This is an optimization exercise on Yosys and OpenROAD, whose aim is small area, a short achievable clock period and few clock cycles per item, not a production implementation. In this exercise RTL edits were held to simulation tests only and were not proved equivalent to the original.

==> 03-15: inputs <==
Design neuro, start of the top module:
module neuro (input clk, input rst, input load, input [24:0] din, input start,
              output [24:0] state, output ready);
  reg [24:0] x;
  wire [24:0] nx;
  assign state = x;
  assign ready = 1'b1;
  sweepc u_sweep (.x(x), .nx(nx));
  always @(posedge clk) begin
    if (!rst) x <= 25'd15321166;
    else if (load) x <= din;
    else if (start) x <= nx;
  end
endmodule
clock: 90.0 ns
lec_check: 0
abc_area: 1
cap_margin: 20
core_margin: 2
core_utilization: 40
place_density: 0.6
slew_margin: 20
standard.sh (not shown) runs the stock make flow with config.mk's settings and CLKGATE_MAP_FILE= SYNTH_SCRIPT=/design/flow/synth_recipe.tcl, a recipe that flattens the netlist after the stock synthesis.
==> flow/flow/run.sh <==
#!/bin/bash
# Own flow: the standard ORFS layout, with one change in synthesis: ABC maps the logic
# with an area-oriented script (flow/abc_my.script) and Yosys's full/half-adder extraction is
# skipped, and the port buffers are buf_1 cells. Registers, flattening and renaming are exactly as in synth_recipe.tcl.
set -euo pipefail
W=$(pwd)
{
  echo 'proc abc {args} {'
  echo '  set i [lsearch -exact $args -script]'
  echo "  if { \$i >= 0 } { set args [lreplace \$args \$i [expr {\$i+1}] -script $W/flow/abc_my.script] }"
  echo '  yosys abc {*}$args'
  echo '}'
  echo 'proc extract_fa {args} {}'
  cat "$W/synth_recipe.tcl"
} > "$W/my_synth.tcl"
sed "s#SYNTH_SCRIPT=[^ ]*#SYNTH_SCRIPT=$W/my_synth.tcl#" "$W/standard.sh" > "$W/my_standard.sh"
grep -q "SYNTH_SCRIPT=$W/my_synth.tcl" "$W/my_standard.sh"
bash "$W/my_standard.sh" finish "BUFFER_PORTS_ARGS=-buffer_cell sky130_fd_sc_hd__buf_1" > "$W/flow_make.log" 2>&1
==> flow/flow/abc_my.script <==
strash
&get -n
&deepsyn -T 20
&put
dch -f
map -a
buffer -p
upsize -D 14000
dnsize -D 14000
topo
stime -c
==> 04-14: changes against 03-15 <==
==> flow/flow/abc_my.script (replaced) <==
strash
&get -n
&deepsyn -T 20
&put
dch -f
map -a
buffer -p
upsize -D 18000
dnsize -D 18000
topo
stime -c
==> 09-11: changes against 03-15 <==
==> flow/flow/run.sh (replaced) <==
#!/bin/bash
set -euo pipefail
W=$(pwd)
{
  echo 'proc abc {args} {'
  echo '  set i [lsearch -exact $args -script]'
  echo "  if { \$i >= 0 } { set args [lreplace \$args \$i [expr {\$i+1}] -script $W/flow/abc_my.script] }"
  echo '  yosys abc {*}$args'
  echo '}'
  echo 'proc extract_fa {args} {}'
  cat "$W/synth_recipe.tcl"
} > "$W/my_synth.tcl"
sed "s#SYNTH_SCRIPT=[^ ]*#SYNTH_SCRIPT=$W/my_synth.tcl#" "$W/standard.sh" > "$W/my_standard.sh"
grep -q "SYNTH_SCRIPT=$W/my_synth.tcl" "$W/my_standard.sh"
bash "$W/my_standard.sh" cts "BUFFER_PORTS_ARGS=-buffer_cell sky130_fd_sc_hd__buf_1" > "$W/flow_make_cts.log" 2>&1
# after global routing, the resizer aims for 69.5 ns of setup slack (paths of at most 20.5 ns)
bash "$W/my_standard.sh" finish "BUFFER_PORTS_ARGS=-buffer_cell sky130_fd_sc_hd__buf_1" SETUP_SLACK_MARGIN=69.5 > "$W/flow_make.log" 2>&1
==> flow/flow/abc_my.script (replaced) <==
strash
&get -n
&deepsyn -T 20
&put
dch -f
amap
buffer -p
upsize -D 18000
dnsize -D 18000
topo
stime -c
==> 09-27: changes against 03-15 <==
--- a/flow/flow/run.sh
+++ b/flow/flow/run.sh
@@ -1,6 +1,3 @@
 #!/bin/bash
-# Own flow: the standard ORFS layout, with one change in synthesis: ABC maps the logic
-# with an area-oriented script (flow/abc_my.script) and Yosys's full/half-adder extraction is
-# skipped, and the port buffers are buf_1 cells. Registers, flattening and renaming are exactly as in synth_recipe.tcl.
 set -euo pipefail
 W=$(pwd)
==> flow/flow/abc_my.script (replaced) <==
strash
&get -n
&deepsyn -T 20
&put
dch -f
amap
buffer -p
upsize -D 18000
dnsize -D 18000
topo
stime -c
Settings changed: CORE_UTILIZATION 40 to 60, GPL_TIMING_DRIVEN from default to 1, PLACE_DENSITY 0.6 to 0.8.
==> notes <==
The highest first-iteration DRC count belongs to 09-27, the lowest to 03-15.
Clock-buffer cell count is the same in 09-27 and 04-14.
Core utilization: 09-27 > 09-11 > 04-14 > 03-15.
Of 09-11 and 03-15, 09-11 has the higher critical path depth (gap 148).
Testbench counts of 03-15, summed over its fixed seeds: cycles 3,649, sweeps 2,449.
Testbench counts of 04-14, summed over its fixed seeds: cycles 3,649, sweeps 2,449.
Testbench counts of 09-11, summed over its fixed seeds: cycles 3,649, sweeps 2,449.
Testbench counts of 09-27, summed over its fixed seeds: cycles 3,649, sweeps 2,449.

* * *

==> run Y: inputs <==
Another version of the RTL of neuro (not shown whole).
export LEC_CHECK = 0
export ABC_AREA = 1
export CAP_MARGIN = 20
export CORE_MARGIN = 2
export CORE_UTILIZATION = 40
export PLACE_DENSITY = 0.6
export SLEW_MARGIN = 20
create_clock -name core_clock -period 90.0 [get_ports {clk}]
==> flow/flow/run.sh <==
#!/bin/bash
# Own flow: the standard ORFS layout, with one change in synthesis: ABC maps the logic
# with an area-oriented script (flow/abc_my.script) and Yosys's full/half-adder extraction is
# skipped. The resizer aims for setup slack of 70 ns (a path of 90-70 ns). Registers, flattening and renaming are exactly as in synth_recipe.tcl.
set -euo pipefail
W=$(pwd)
{
  echo 'proc abc {args} {'
  echo '  set i [lsearch -exact $args -script]'
  echo "  if { \$i >= 0 } { set args [lreplace \$args \$i [expr {\$i+1}] -script $W/flow/abc_my.script] }"
  echo '  yosys abc {*}$args'
  echo '}'
  echo 'proc extract_fa {args} {}'
  cat "$W/synth_recipe.tcl"
} > "$W/my_synth.tcl"
sed "s#SYNTH_SCRIPT=[^ ]*#SYNTH_SCRIPT=$W/my_synth.tcl#" "$W/standard.sh" > "$W/my_standard.sh"
grep -q "SYNTH_SCRIPT=$W/my_synth.tcl" "$W/my_standard.sh"
bash "$W/my_standard.sh" finish SETUP_SLACK_MARGIN=70 > "$W/flow_make.log" 2>&1
==> flow/flow/abc_my.script <==
strash
&get -n
&deepsyn -T 20
&put
dch -f
map -a
buffer -p
upsize -D 18000
dnsize -D 18000
topo
stime -c
==> run M: changes against run Y <==
--- a/flow/flow/run.sh
+++ b/flow/flow/run.sh
@@ -3,3 +3,3 @@
 # with an area-oriented script (flow/abc_my.script) and Yosys's full/half-adder extraction is
-# skipped. The resizer aims for setup slack of 70 ns (a path of 90-70 ns). Registers, flattening and renaming are exactly as in synth_recipe.tcl.
+# skipped. Registers, flattening and renaming are exactly as in synth_recipe.tcl.
 set -euo pipefail
@@ -17,2 +17,2 @@
 grep -q "SYNTH_SCRIPT=$W/my_synth.tcl" "$W/my_standard.sh"
-bash "$W/my_standard.sh" finish SETUP_SLACK_MARGIN=70 > "$W/flow_make.log" 2>&1
+bash "$W/my_standard.sh" finish > "$W/flow_make.log" 2>&1
==> flow/flow/abc_my.script (replaced) <==
strash
&get -n
&deepsyn -T 20
&put
dch -f
map -a
topo
stime -c
==> notes <==
In run M the die area is lower than in run Y, by 4.3%.
In sequential cell count, run Y and run M do not differ.
Of run M and run Y, run M has the higher critical path depth (gap 5).
Against run Y, the cell count of run M is lower by about 12%.
Between run M and run Y, the lower core utilization is in run M (gap 15 points).
Of run M and run Y, run Y has the higher routed wire length (gap about 22%, measured against run Y).
Testbench counts of run Y, summed over its fixed seeds: cycles 3,649, sweeps 2,449.
Testbench counts of run M, summed over its fixed seeds: cycles 3,649, sweeps 2,449.

* * *

==> branch lagoon: inputs <==
Starting RTL as in the previous note.
clock: 90.0 ns
lec_check: 0
abc_area: 1
cap_margin: 20
core_margin: 2
core_utilization: 40
place_density: 0.6
slew_margin: 20
==> flow/flow/run.sh <==
#!/bin/bash
# Own flow: the standard ORFS layout, with one change in synthesis: ABC maps the logic
# with an area-oriented script (flow/abc_my.script) and Yosys's full/half-adder extraction is
# skipped. The resizer aims for setup slack of 64 ns (a path of 90-64 ns). Registers, flattening and renaming are exactly as in synth_recipe.tcl.
set -euo pipefail
W=$(pwd)
{
  echo 'proc abc {args} {'
  echo '  set i [lsearch -exact $args -script]'
  echo "  if { \$i >= 0 } { set args [lreplace \$args \$i [expr {\$i+1}] -script $W/flow/abc_my.script] }"
  echo '  yosys abc {*}$args'
  echo '}'
  echo 'proc extract_fa {args} {}'
  cat "$W/synth_recipe.tcl"
} > "$W/my_synth.tcl"
sed "s#SYNTH_SCRIPT=[^ ]*#SYNTH_SCRIPT=$W/my_synth.tcl#" "$W/standard.sh" > "$W/my_standard.sh"
grep -q "SYNTH_SCRIPT=$W/my_synth.tcl" "$W/my_standard.sh"
bash "$W/my_standard.sh" finish SETUP_SLACK_MARGIN=64 > "$W/flow_make.log" 2>&1
==> flow/flow/abc_my.script <==
strash
&get -n
&deepsyn -T 20
&put
dch -f
map -a
buffer -p
upsize -D 18000
dnsize -D 18000
topo
stime -c
==> branch onyx: changes against branch lagoon <==
--- a/flow/flow/run.sh
+++ b/flow/flow/run.sh
@@ -3,3 +3,3 @@
 # with an area-oriented script (flow/abc_my.script) and Yosys's full/half-adder extraction is
-# skipped. The resizer aims for setup slack of 64 ns (a path of 90-64 ns). Registers, flattening and renaming are exactly as in synth_recipe.tcl.
+# skipped. Registers, flattening and renaming are exactly as in synth_recipe.tcl.
 set -euo pipefail
@@ -17,2 +17,2 @@
 grep -q "SYNTH_SCRIPT=$W/my_synth.tcl" "$W/my_standard.sh"
-bash "$W/my_standard.sh" finish SETUP_SLACK_MARGIN=64 > "$W/flow_make.log" 2>&1
+bash "$W/my_standard.sh" finish > "$W/flow_make.log" 2>&1
--- a/flow/config.mk
+++ b/flow/config.mk
@@ -10,4 +10,4 @@
 export CORE_MARGIN = 2
-export CORE_UTILIZATION = 40
-export PLACE_DENSITY = 0.6
+export CORE_UTILIZATION = 65
+export PLACE_DENSITY = 0.75
 export SLEW_MARGIN = 20
==> branch maple: changes against branch lagoon <==
--- a/flow/flow/run.sh
+++ b/flow/flow/run.sh
@@ -3,3 +3,3 @@
 # with an area-oriented script (flow/abc_my.script) and Yosys's full/half-adder extraction is
-# skipped. The resizer aims for setup slack of 64 ns (a path of 90-64 ns). Registers, flattening and renaming are exactly as in synth_recipe.tcl.
+# skipped. Registers, flattening and renaming are exactly as in synth_recipe.tcl.
 set -euo pipefail
@@ -17,2 +17,2 @@
 grep -q "SYNTH_SCRIPT=$W/my_synth.tcl" "$W/my_standard.sh"
-bash "$W/my_standard.sh" finish SETUP_SLACK_MARGIN=64 > "$W/flow_make.log" 2>&1
+bash "$W/my_standard.sh" finish > "$W/flow_make.log" 2>&1
==> notes.md <==
quantity                                                                               branch maple     branch onyx   branch lagoon
Result of the run                                                                    finished clean  finished clean  finished clean
Initial Utilization                                                                           40.4%           66.1%           40.4%
Number of clock buffer instances in the layout                                                    3               4               3
Routed length on met1                                                                       11.2 mm         9.70 mm         11.5 mm
Worst hold start                                                                              x[14]            x[3]           x[12]
Final design area excluding fillers                                                      8370 sq um      8240 sq um     10300 sq um
Fmax                                                                                       38.4 MHz        38.3 MHz        40.1 MHz
Die Footprint                                                                           19900 sq um     12400 sq um     19900 sq um
Overall die width                                                                            141 um          112 um          141 um
Standard cell area after detailed placement                                              8290 sq um      8160 sq um      8290 sq um
Area Growth Syn to Fin                                                                        11.4%           9.63%           37.0%
Number of global-route vias before repair                                                      7327            7597            7327
Count of vias placed by the detailed router                                                    8240            8528            8846
Final cell count without fillers                                                               1623            1530            1720
Wire length per cell after detailed routing                                                 14.1 um         13.9 um         14.6 um
Share of the final layout cell area in multi-input gates                                      74.4%           75.6%           71.4%
Actual slew at the worst max-slew pin                                                      0.852 ns        0.786 ns        0.916 ns
Clock transition time at the flip-flop clock pins of the worst setup and hold paths         0.10 ns         0.09 ns         0.10 ns
Testbench counts of branch lagoon, summed over its fixed seeds: cycles 3,649, sweeps 2,449.
Testbench counts of branch onyx, summed over its fixed seeds: cycles 3,649, sweeps 2,449.
Testbench counts of branch maple, summed over its fixed seeds: cycles 3,649, sweeps 2,449.

* * *

==> v5: inputs <==
neuro with an RTL version that a note above also has.
Design neuro, start of the top module:
module neuro (input clk, input rst, input load, input [24:0] din, input start,
              output [24:0] state, output ready);
export LEC_CHECK = 0
export ABC_AREA = 1
export CAP_MARGIN = 20
export CORE_MARGIN = 2
export CORE_UTILIZATION = 40
export PLACE_DENSITY = 0.6
export SLEW_MARGIN = 20
create_clock -name core_clock -period 90.0 [get_ports {clk}]
==> flow/flow/run.sh <==
#!/bin/bash
set -euo pipefail
W=$(pwd)
{
  echo 'proc abc {args} {'
  echo '  set i [lsearch -exact $args -script]'
  echo "  if { \$i >= 0 } { set args [lreplace \$args \$i [expr {\$i+1}] -script $W/flow/abc_my.script] }"
  echo '  yosys abc {*}$args'
  echo '}'
  echo 'proc extract_fa {args} {}'
  cat "$W/synth_recipe.tcl"
} > "$W/my_synth.tcl"
sed "s#SYNTH_SCRIPT=[^ ]*#SYNTH_SCRIPT=$W/my_synth.tcl#" "$W/standard.sh" > "$W/my_standard.sh"
grep -q "SYNTH_SCRIPT=$W/my_synth.tcl" "$W/my_standard.sh"
bash "$W/my_standard.sh" finish "BUFFER_PORTS_ARGS=-buffer_cell sky130_fd_sc_hd__buf_1" > "$W/flow_make.log" 2>&1
==> flow/flow/abc_my.script <==
strash
&get -n
&deepsyn -T 20
&put
dch -f
amap
buffer -p
upsize -D 18000
dnsize -D 18000
topo
stime -c
==> inputs of v28, as changes to v5 <==
--- a/flow/flow/run.sh
+++ b/flow/flow/run.sh
@@ -12,4 +12,6 @@
 } > "$W/my_synth.tcl"
 sed "s#SYNTH_SCRIPT=[^ ]*#SYNTH_SCRIPT=$W/my_synth.tcl#" "$W/standard.sh" > "$W/my_standard.sh"
 grep -q "SYNTH_SCRIPT=$W/my_synth.tcl" "$W/my_standard.sh"
-bash "$W/my_standard.sh" finish "BUFFER_PORTS_ARGS=-buffer_cell sky130_fd_sc_hd__buf_1" > "$W/flow_make.log" 2>&1
+bash "$W/my_standard.sh" cts "BUFFER_PORTS_ARGS=-buffer_cell sky130_fd_sc_hd__buf_1" > "$W/flow_make_cts.log" 2>&1
+# after global routing, the resizer aims for 68.5 ns of setup slack (paths of at most 21.5 ns)
+bash "$W/my_standard.sh" finish "BUFFER_PORTS_ARGS=-buffer_cell sky130_fd_sc_hd__buf_1" SETUP_SLACK_MARGIN=68.5 > "$W/flow_make.log" 2>&1
==> inputs of v30, as changes to v5 <==
- GPL_TIMING_DRIVEN: unset -> 1
==> key figures <==
Outcome
  – Outcome: no timing/DRC/antenna violations

Final layout
  – Area of the multi-input gates: 0.00541 mm²
  – Layout cells sized above 1: 8.32%
  – Multi-input combinational area share: 76.0%
  – Clk tree area frac: 1.12%
  – Utilization after layout: 43.2%

Route
  – Via density: 5.58

Critical path
  – Worst Path Arrival: 22.05 ns
  – Worst-path fanout max: 11
  – CP max-delay cell: dfxtp_1

Timing
  – Final period utilization: 24.3%
  – Worst-margin pin slew: 0.730 ns
That was v30.
==> key figures <==
Final layout
  – Clk tree area frac: 0.955%
  – Utilization after layout: 50.9%
  – Layout cells sized above 1: 23.2%
  – Multi-input combinational area share: 72.8%

Route
  – Via density: 5.65

Critical path
  – Worst-path fanout max: 8
  – Worst Path Arrival: 20.78 ns

Timing
  – Final period utilization: 22.9%

Outcome
  – Outcome: no timing/DRC/antenna violations
That was v28.
==> key figures <==
Outcome
  – Outcome: no timing/DRC/antenna violations

Critical path
  – CP max-delay cell: dfxtp_1
  – Worst-path fanout max: 11

Timing
  – Final period utilization: 24.3%

Final layout
  – Clk tree area frac: 1.12%
  – Layout cells sized above 1: 8.32%

Route
  – Via density: 5.58
That was v5.
Testbench counts of v5, summed over its fixed seeds: cycles 3,649, sweeps 2,449.
Testbench counts of v28, summed over its fixed seeds: cycles 3,649, sweeps 2,449.
Testbench counts of v30, summed over its fixed seeds: cycles 3,649, sweeps 2,449.

==> separate check: timing with driven ports <==
Ports are ideal in the flow. The routed layouts listed here were re-timed in OpenROAD.
Step 1: set_driving_cell puts a clkbuf_16 on clk and a buf_2 on each other input, an assumption about the parent block.
Step 2 adds t to the input delays and takes it off the output delays; t is the mean of the earliest and latest rising clock arrival at the registers after step 1. Input paths then give back, and output paths get back, about the clock's delay inside the block.
Slacks: ideal ports / drivers / drivers and shift; pairs: ideal ports / drivers.
run | shift t [ns] | setup WS [ns] | hold WS [ns]
03-15 | 0.293 | 69.982 / 69.995 / 69.702 | 0.559 / 0.559 / 0.559
04-14 | 0.304 | 68.426 / 68.426 / 68.426 | 0.558 / 0.558 / 0.558
09-11 | 0.299 | 69.469 / 69.469 / 69.389 | 0.531 / 0.531 / 0.531
09-27 | 0.302 | 67.810 / 67.810 / 67.810 | 0.528 / 0.528 / 0.528
run Y | 0.327 | 65.597 / 65.597 / 65.597 | 0.626 / 0.626 / 0.626
run M | 0.330 | 59.379 / 59.379 / 59.379 | 0.647 / 0.647 / 0.647
branch lagoon | 0.330 | 65.084 / 65.084 / 65.084 | 0.624 / 0.624 / 0.624
branch onyx | 0.316 | 63.896 / 63.896 / 63.896 | 0.699 / 0.699 / 0.699
branch maple | 0.328 | 63.974 / 63.974 / 63.974 | 0.695 / 0.695 / 0.695
v5 | 0.298 | 68.167 / 68.167 / 68.167 | 0.537 / 0.537 / 0.537
v28 | 0.300 | 69.383 / 69.383 / 69.383 | 0.529 / 0.529 / 0.529
v30 | 0.298 | 68.167 / 68.167 / 68.167 | 0.537 / 0.537 / 0.537
After both steps every run listed still meets setup and hold. For 03-15, which loses most, drivers alone change the setup slack by +0.013 ns; drivers and shift together by -0.280 ns.
